Source: an optimization exercise on an open RTL-to-GDS flow (aim: small area). Production flows keep margins and buffers that such runs may drop. For this run, only the layout was checked, not whether the RTL still works. Power and IR drop assume default switching activity.

<file path="flow/run.sh">
#!/bin/bash
# synth_recipe.tcl (not shown) runs the flow's synth.tcl, then flattens the netlist and writes it again
# the make line also repeats each setting of config.mk as NAME=value (left out here)
make -C /OpenROAD-flow-scripts/flow DESIGN_CONFIG=/design/flow/config.mk WORK_HOME=/design/flow/orfs CLKGATE_MAP_FILE= SYNTH_SCRIPT=/design/flow/synth_recipe.tcl finish
</file>
<file path="flow/config.mk">
export PLATFORM = sky130hd
export DESIGN_NAME = ecc_codec
export DESIGN_NICKNAME = ecc_codec
export VERILOG_FILES = /design/flow/design.v
export SDC_FILE = /design/flow/constraint.sdc
export NUM_CORES = 4
export LEC_CHECK = 0
export CAP_MARGIN = 20
export CORE_MARGIN = 2
export CORE_UTILIZATION = 40
export SLEW_MARGIN = 20
</file>
<file path="flow/constraint.sdc">
create_clock -name core_clock -period 4.0 [get_ports {clk}]
set_input_delay 0.8000 -clock core_clock [delete_from_list [all_inputs] [get_ports {clk}]]
set_output_delay 0.8000 -clock core_clock [all_outputs]
set_load 0.01 [all_outputs]
</file>
<file path="flow/design.v">
module ecc_enc #(
  parameter K       = 4,  
  parameter P0_LSB  = 1,  
  parameter m = calculate_m(K),
  parameter n = m + K
)
(
  input  [K-1:0] d_i,       
  output [n  :0] q_o,       
  output [m  :1] p_o,       
  output         p0_o       
);
/*verilator lint_off VARHIDDEN*/
function integer calculate_m;
  input integer k;
  integer m;
begin
  m=1;
  while (2**m < m+k+1) m++;
  calculate_m = m;
end
endfunction  
/*verilator lint_on VARHIDDEN*/
function [n:1] store_dbits_in_codeword;
  input [K-1:0] d;
  integer bit_idx, cw_idx;
begin
    store_dbits_in_codeword = 0;
    bit_idx=0;  
    for (cw_idx=1; cw_idx<=n; cw_idx++)
      if (2**$clog2(cw_idx) != cw_idx)
        store_dbits_in_codeword[cw_idx] = d[bit_idx++];
end
endfunction  
function [m:1] calculate_p;
  input [n:1] cw;
  integer p_idx, cw_idx;
begin
    calculate_p = 0;
    for (p_idx =1; p_idx <=m; p_idx++)   
    for (cw_idx=1; cw_idx<=n; cw_idx++)  
      if (|(2**(p_idx-1) & cw_idx)) calculate_p[p_idx] = calculate_p[p_idx] ^ cw[cw_idx];
end
endfunction  
function [n:1] store_p_in_codeword;
  input [n:1] cw;
  input [m:1] p;
  integer i;
begin
    store_p_in_codeword = cw;
    for (i=1; i<=m; i=i+1)
      store_p_in_codeword[2**(i-1)] = p[i];
end
endfunction  
logic [n:1] cw_w_dbits;  
logic [n:1] cw;          
assign cw_w_dbits = store_dbits_in_codeword(d_i);
assign p_o = calculate_p(cw_w_dbits);
assign cw = store_p_in_codeword(cw_w_dbits, p_o);
assign p0_o = ^cw;
assign q_o  = P0_LSB ? {cw,p0_o} : {p0_o,cw};
endmodule
module ecc_dec #(
  parameter K       = 4,  
  parameter LATENCY = 0,  
  parameter P0_LSB  = 1,  
  parameter m = calculate_m(K),
  parameter n = m + K
)
(
  input              rst_ni,      
  input              clk_i,       
  input              clkena_i,    
  input      [n  :0] d_i,         
  output reg [K-1:0] q_o,         
  output reg [m  :0] syndrome_o,  
  output reg         sb_err_o,    
  output reg         db_err_o,    
  output reg         sb_fix_o     
);
/*verilator lint_off VARHIDDEN*/
function integer calculate_m(input integer k);
  integer m;
begin
  m=1;
  while (2**m < m+k+1) m++;
  calculate_m = m;
end
endfunction  
/*verilator lint_on VARHIDDEN*/
function [m:1] calculate_syndrome(input [n:0] cw);
  integer p_idx, cw_idx;
begin
    calculate_syndrome = 0;
    for (p_idx =1; p_idx <=m; p_idx++)   
    for (cw_idx=1; cw_idx<=n; cw_idx++)  
      if (|(2**(p_idx-1) & cw_idx)) calculate_syndrome[p_idx] = calculate_syndrome[p_idx] ^ cw[cw_idx];
end
endfunction  
function [n:0] correct_codeword(input [n:0] cw, input [m:1] syndrome);
    correct_codeword = cw;
    correct_codeword[syndrome] = ~correct_codeword[syndrome];
endfunction  
function [K-1:0] extract_q(input [n:0] cw);
  integer bit_idx, cw_idx;
begin
    bit_idx=0;  
    for (cw_idx=1; cw_idx<=n; cw_idx++)  
      if (2**$clog2(cw_idx) != cw_idx)
        extract_q[bit_idx++] = cw[cw_idx];
end
endfunction  
function is_power_of_2(input int arg);
    is_power_of_2 = (arg & (arg-1)) == 0;
endfunction
function information_error(input [m:1] syndrome);
begin
    information_error = |syndrome & !is_power_of_2(syndrome);
end
endfunction  
wire          parity;       
logic         parity_reg;
wire  [m  :1] syndrome;     
logic [m  :1] syndrome_reg;
wire  [n  :0] cw_fixed;     
wire  [n  :0] d;
logic [n  :0] d_reg;
wire  [K-1:0] q;
wire          sb_err;
wire          db_err;
wire          sb_fix;
assign d = P0_LSB ? d_i : {d_i[n-1:0],d_i[n]};
assign parity = ^d;
assign syndrome = calculate_syndrome(d);
generate
  if (LATENCY > 1)
  begin : gen_regi
      always @(posedge clk_i or negedge rst_ni)
        if (!rst_ni)
        begin
            d_reg        <= {n+1{1'b0}};
            parity_reg   <= 1'b0;
            syndrome_reg <= {m{1'b0}};
        end
        else if (clkena_i)
        begin
            d_reg        <= d;
            parity_reg   <= parity;
            syndrome_reg <= syndrome;
        end
  end
  else
  begin : gen_noregi
      assign d_reg        = d;
      assign parity_reg   = parity;
      assign syndrome_reg = syndrome;
  end
endgenerate
assign cw_fixed = correct_codeword(d_reg, syndrome_reg); 
assign q = extract_q(cw_fixed);
assign sb_err =  parity_reg & |syndrome_reg;
assign db_err = ~parity_reg & |syndrome_reg;
assign sb_fix =  parity_reg & |information_error(syndrome_reg);
generate
  if (LATENCY > 0) 
  begin : gen_rego  
      always @(posedge clk_i or negedge rst_ni)
        if (!rst_ni)
        begin
            q_o        <= {K{1'b0}};
            syndrome_o <= {m+1{1'b0}};
            sb_err_o   <= 1'b0;
            db_err_o   <= 1'b0;
            sb_fix_o   <= 1'b0;
        end
        else if (clkena_i)
        begin
            q_o        <= q;
            syndrome_o <= P0_LSB ? {syndrome_reg, parity_reg} : {parity_reg, syndrome_reg};
            sb_err_o   <= sb_err;
            db_err_o   <= db_err;
            sb_fix_o   <= sb_fix;
        end
  end
  else
  begin : gen_norego  
      always_comb
      begin
          q_o        = q;
          syndrome_o = P0_LSB ? {syndrome_reg, parity_reg} : {parity_reg, syndrome_reg};
          sb_err_o   = sb_err;
          db_err_o   = db_err;
          sb_fix_o   = sb_fix;
      end
  end
endgenerate
endmodule
module ecc_codec (
  input  logic        clk,
  input  logic        rst_n,      
  input  logic        en,         
  input  logic [71:0] enc_d,      
  output logic [79:0] enc_q,      
  input  logic [79:0] dec_d,      
  output logic [71:0] dec_q,      
  output logic [7:0]  dec_syndrome,
  output logic        dec_sb_err,
  output logic        dec_db_err,
  output logic        dec_sb_fix
);
  logic [79:0] enc_cw;
  ecc_enc #(
    .K      ( 72 ),
    .P0_LSB ( 0  ))
  enc_inst (
    .d_i  ( enc_d  ),
    .q_o  ( enc_cw ),
    .p_o  (        ),
    .p0_o (        ));
  always_ff @(posedge clk or negedge rst_n)
    if (!rst_n)  enc_q <= 80'h0;
    else if (en) enc_q <= enc_cw;
  ecc_dec #(
    .K       ( 72 ),
    .LATENCY ( 2  ),
    .P0_LSB  ( 0  ))
  dec_inst (
    .rst_ni     ( rst_n        ),
    .clk_i      ( clk          ),
    .clkena_i   ( en           ),
    .d_i        ( dec_d        ),
    .q_o        ( dec_q        ),
    .syndrome_o ( dec_syndrome ),
    .sb_err_o   ( dec_sb_err   ),
    .db_err_o   ( dec_db_err   ),
    .sb_fix_o   ( dec_sb_fix   ));
endmodule
</file>
==> summary.md <==
| Metric | Value |
|---|---|
| Worst hold path class | in -> async |
| I/O pin total | 318 |
| Most frequent cell after synthesis | dfrtp_1 |
| Fmax | 286.8 MHz |
| Drt pass-1 iters | 5 |
| P&R area growth vs syn | 34.55% |
| Routed WL per cell | 22.83 um |
| Netlist cell types | 60 |
| Routed Antenna Nets | 0 |
| Final cell count without fillers | 1983 |
| Post-layout minimum cycle time | 3.487 ns |
| Critical Path Source Type | register |
| Root Buffer | clkbuf_16 |
| Clock latency on the worst-skew pair | 0.55 ns |
| Final hold violations | 0 |
| Die extent in y | 191.5 um |
| Number of diodes | 0 |
| Cell count of the worst reg-to-reg path | 7 |
| Share of cells above drive strength 1 | 21.27% |
| DRC | 0 |
| Skew final | 0.008611 ns |
| Worst R2R Setup Slack | 0.51 ns |
| Avg Inst Size Synth | 11.80 sq um |
| Largest net degree at the start of global routing | 104 |
| Synth top area cells | dfrtp_1 45%, mux2_2 16%, xnor2_1 14% |
| Area leader, netlist | dfrtp_1 |
| Pwr dens | 611.8 nW/um^2 |
| Mapped Cells | 1192 |
| Required time of the critical path | 4.47 ns |
| Longest Clk Path Bufs | 3 |
| Relative slew slack | 46.26% |
| Cell Area, Synth | 14060 sq um |
| Synth top area share | 44.66% |
| Async set-reset flop share out of synthesis | 100.0% |
| Initial core utilization | 40.71% |
| Final period util | 87.18% |
| Clock Sinks | 251 |
| Overflow after GRT | 0 |
| Routability congestion estimate | 0.9146 |
| Core Rows | 68 |
| Vias in the first global route | 10570 |
| First-pass GRT wire length | 66.85 mm |
| Number of H-tree levels | 1 |
| Critical path arrival | 3.96 ns |
| Die span in x | 191.5 um |
| Clock-pin slew on the worst setup and hold paths | 0.06 ns |
| Commonest cells post-synth | 251 x dfrtp_1, 226 x xnor2_1, 199 x mux2_2 |
| Fin util | 54.78% |
| Hold Buf Count CTS | 0 |
| YS warnings | 3 |
| RSZ-0062 raised after global routing | false |
| Initial antenna violation count | 0 |
| Post-CTS setup buffers | 0 |
| CP endpoint kind | register |
| Worst Tran Pin Value | 0.8061 ns |
| Post-Place Cells | 1930 |
| Core Footprint | 34540 sq um |
| Critical path class | reg -> reg |
| Fin. max-slew vios | 0 |
| Endpoints failing setup | 0 |
| Number of synthesized flops with an enable pin | 0 |
| Tot GR Track Use | 24.32% |
| DRT iter0 DRCs | 521 |
| Leak | 7.376 nW |
| Synthesized net count | 1351 |
| Worst reg2reg path startpoint | dec_inst.syndrome_reg[3] |
| CTS tree | done |
| Post-synth top flop | dfrtp_1 |
| Status | finished clean |
| Vias per Instance | 5.282 |
| Peak supply drop | 0.3621 mV |
| Total negative slack | 0 ns |
| NumNets Final | 1665 |
| Routed wire length | 45.26 mm |
| # Max-Cap Violations | 0 |
| Capture point of the worst reg-to-reg path | dec_inst.q_o[14] |
| Yosys reg bits | 251 |
| Crit Path Max Fanout | 16 |
| Port Buffer Count | 317 |
| Post-CTS sizing | 0 |
| Detailed placer's ending HPWL | 34.54 mm |
| CTS Buf Count | 29 |
| Die ar. | 36670 sq um |
| Register area share after synthesis | 44.66% |
| Number of vias in the routed layout | 10470 |
==> worst max-delay path: stages (launching register included) <==
cell,delay (ns)
dfrtp_1,0.65
nor3_1,0.37
nand3_1,0.23
xor2_1,0.63
o211ai_1,0.49
nor3b_2,0.70
nand2_1,0.14
a31oi_1,0.19
==> report_power, final <==
part	internal, mW	leakage, nW	total [mW]	switching (mW)
sequential	2.97	2.91	3.33	0.366
combinational	2.57	3.92	5.17	2.61
clock	1.95	0.547	3.08	1.12
==> per-layer routing <==
layer	track usage (%)	routed length [um]	vias up
li1	-	-	4776
met1	32.25	19220	5191
met2	41.22	21530	434
met3	4.094	3339	73
met4	6.243	1172	0
met5	0	0	-
==> kinds of logic (layout without fill, tap and decap cells) <==
family,after synthesis,after routing,share of synthesized area (%)
AOI/OAI and AO/OA,139,139,6.014
DFF,251,251,44.66
muxes,230,230,20.06
adders and majority gates,5,5,0.4271
buffers and inverters,75,411,2.304
xor gates and xnor gates,286,286,20.00
and+or+nand+nor,206,206,6.530
==> metrics by stage <==
step / worst slack [ns] / hold WS, ns / area, sq um / power [mW]
2_1_floorplan: 0.9088 / 0.4752 / 14060 / 6.466
3_3_place_gp: 0.2074 / 0.4861 / 17810 / 8.477
3_5_place_dp: 0.2149 / 0.4943 / 17810 / 8.502
4_1_cts: 0.6567 / 0.3140 / 18920 / 11.62
5_1_grt: 0.3021 / 0.3441 / 18920 / 12.13
6_report: 0.5127 / 0.2713 / 18920 / 11.58
==> how the worst max path moves through the flow <==
stage	start	to	depth (start not counted)
3_5_place_dp	enc_d[3]	enc_q[79]	8
6_report	dec_inst.syndrome_reg[3]	dec_inst.q_o[14]	7
2_1_floorplan	dec_inst.syndrome_reg[1]	dec_inst.q_o[29]	13
3_3_place_gp	enc_d[3]	enc_q[79]	8
4_1_cts	dec_inst.syndrome_reg[3]	dec_inst.q_o[14]	7
5_1_grt	dec_inst.syndrome_reg[3]	dec_inst.q_o[14]	7
==> cell usage in the layout, fill, tap and decap left out, types with 5 or more instances in the layout <==
cell / n
nor2_1: 85
xor2_1: 37
clkbuf_8: 6
dfrtp_1: 251
xnor3_1: 11
a31oi_1: 44
or3_1: 5
xnor2_1: 226
mux2i_1: 7
nor2b_1: 8
clkdlybuf4s50_1: 315
nand2_1: 63
clkbuf_16: 29
o21ai_0: 42
buf_4: 26
inv_1: 8
nand3_1: 15
xnor3_2: 6
o21ai_1: 10
mux4_2: 21
a22oi_1: 5
mux2_2: 199
and3_1: 7
a21oi_1: 14
bufinv_16: 8
==> layout make-up <==
type | count | area, sq um
repair buffers | 347 | 3458
clock inverters | 17 | 302.8
flip-flops and latches | 251 | 6281
inverters | 11 | 41.29
well taps | 455 | 569.3
fillers | 3013 | 15620
clock buffers | 36 | 812.0
multi-input cells | 866 | 7458

static timing again, ports no longer ideal:
In the flow no input, the clock included, has a driving cell. The finished layout below was timed again as built, in two steps.
Step 1 sets driving cells, clkbuf_16 on the clock port and buf_2 on the other inputs (assumed; they add their load-dependent delay and slew).
Step 2, shift: input delay + t, output delay - t, t = (earliest + latest rising clock arrival at the registers) / 2. This alone moves slack from input paths to output paths.
Slacks: ideal ports / drivers / drivers and shift; pairs: ideal ports / drivers.
shift t [ns]: 0.595
setup slack, ns: 0.513 / 0.513 / 0.217
hold slack, ns: 0.271 / 0.272 / 0.504
clock arrival spread, ns: 0.013 / 0.012
worst slew at a driven data input, ns: 0.09
After both steps this run still meets setup and hold. For this run, drivers alone change the setup slack by 0.000 ns; drivers and shift together by -0.296 ns.
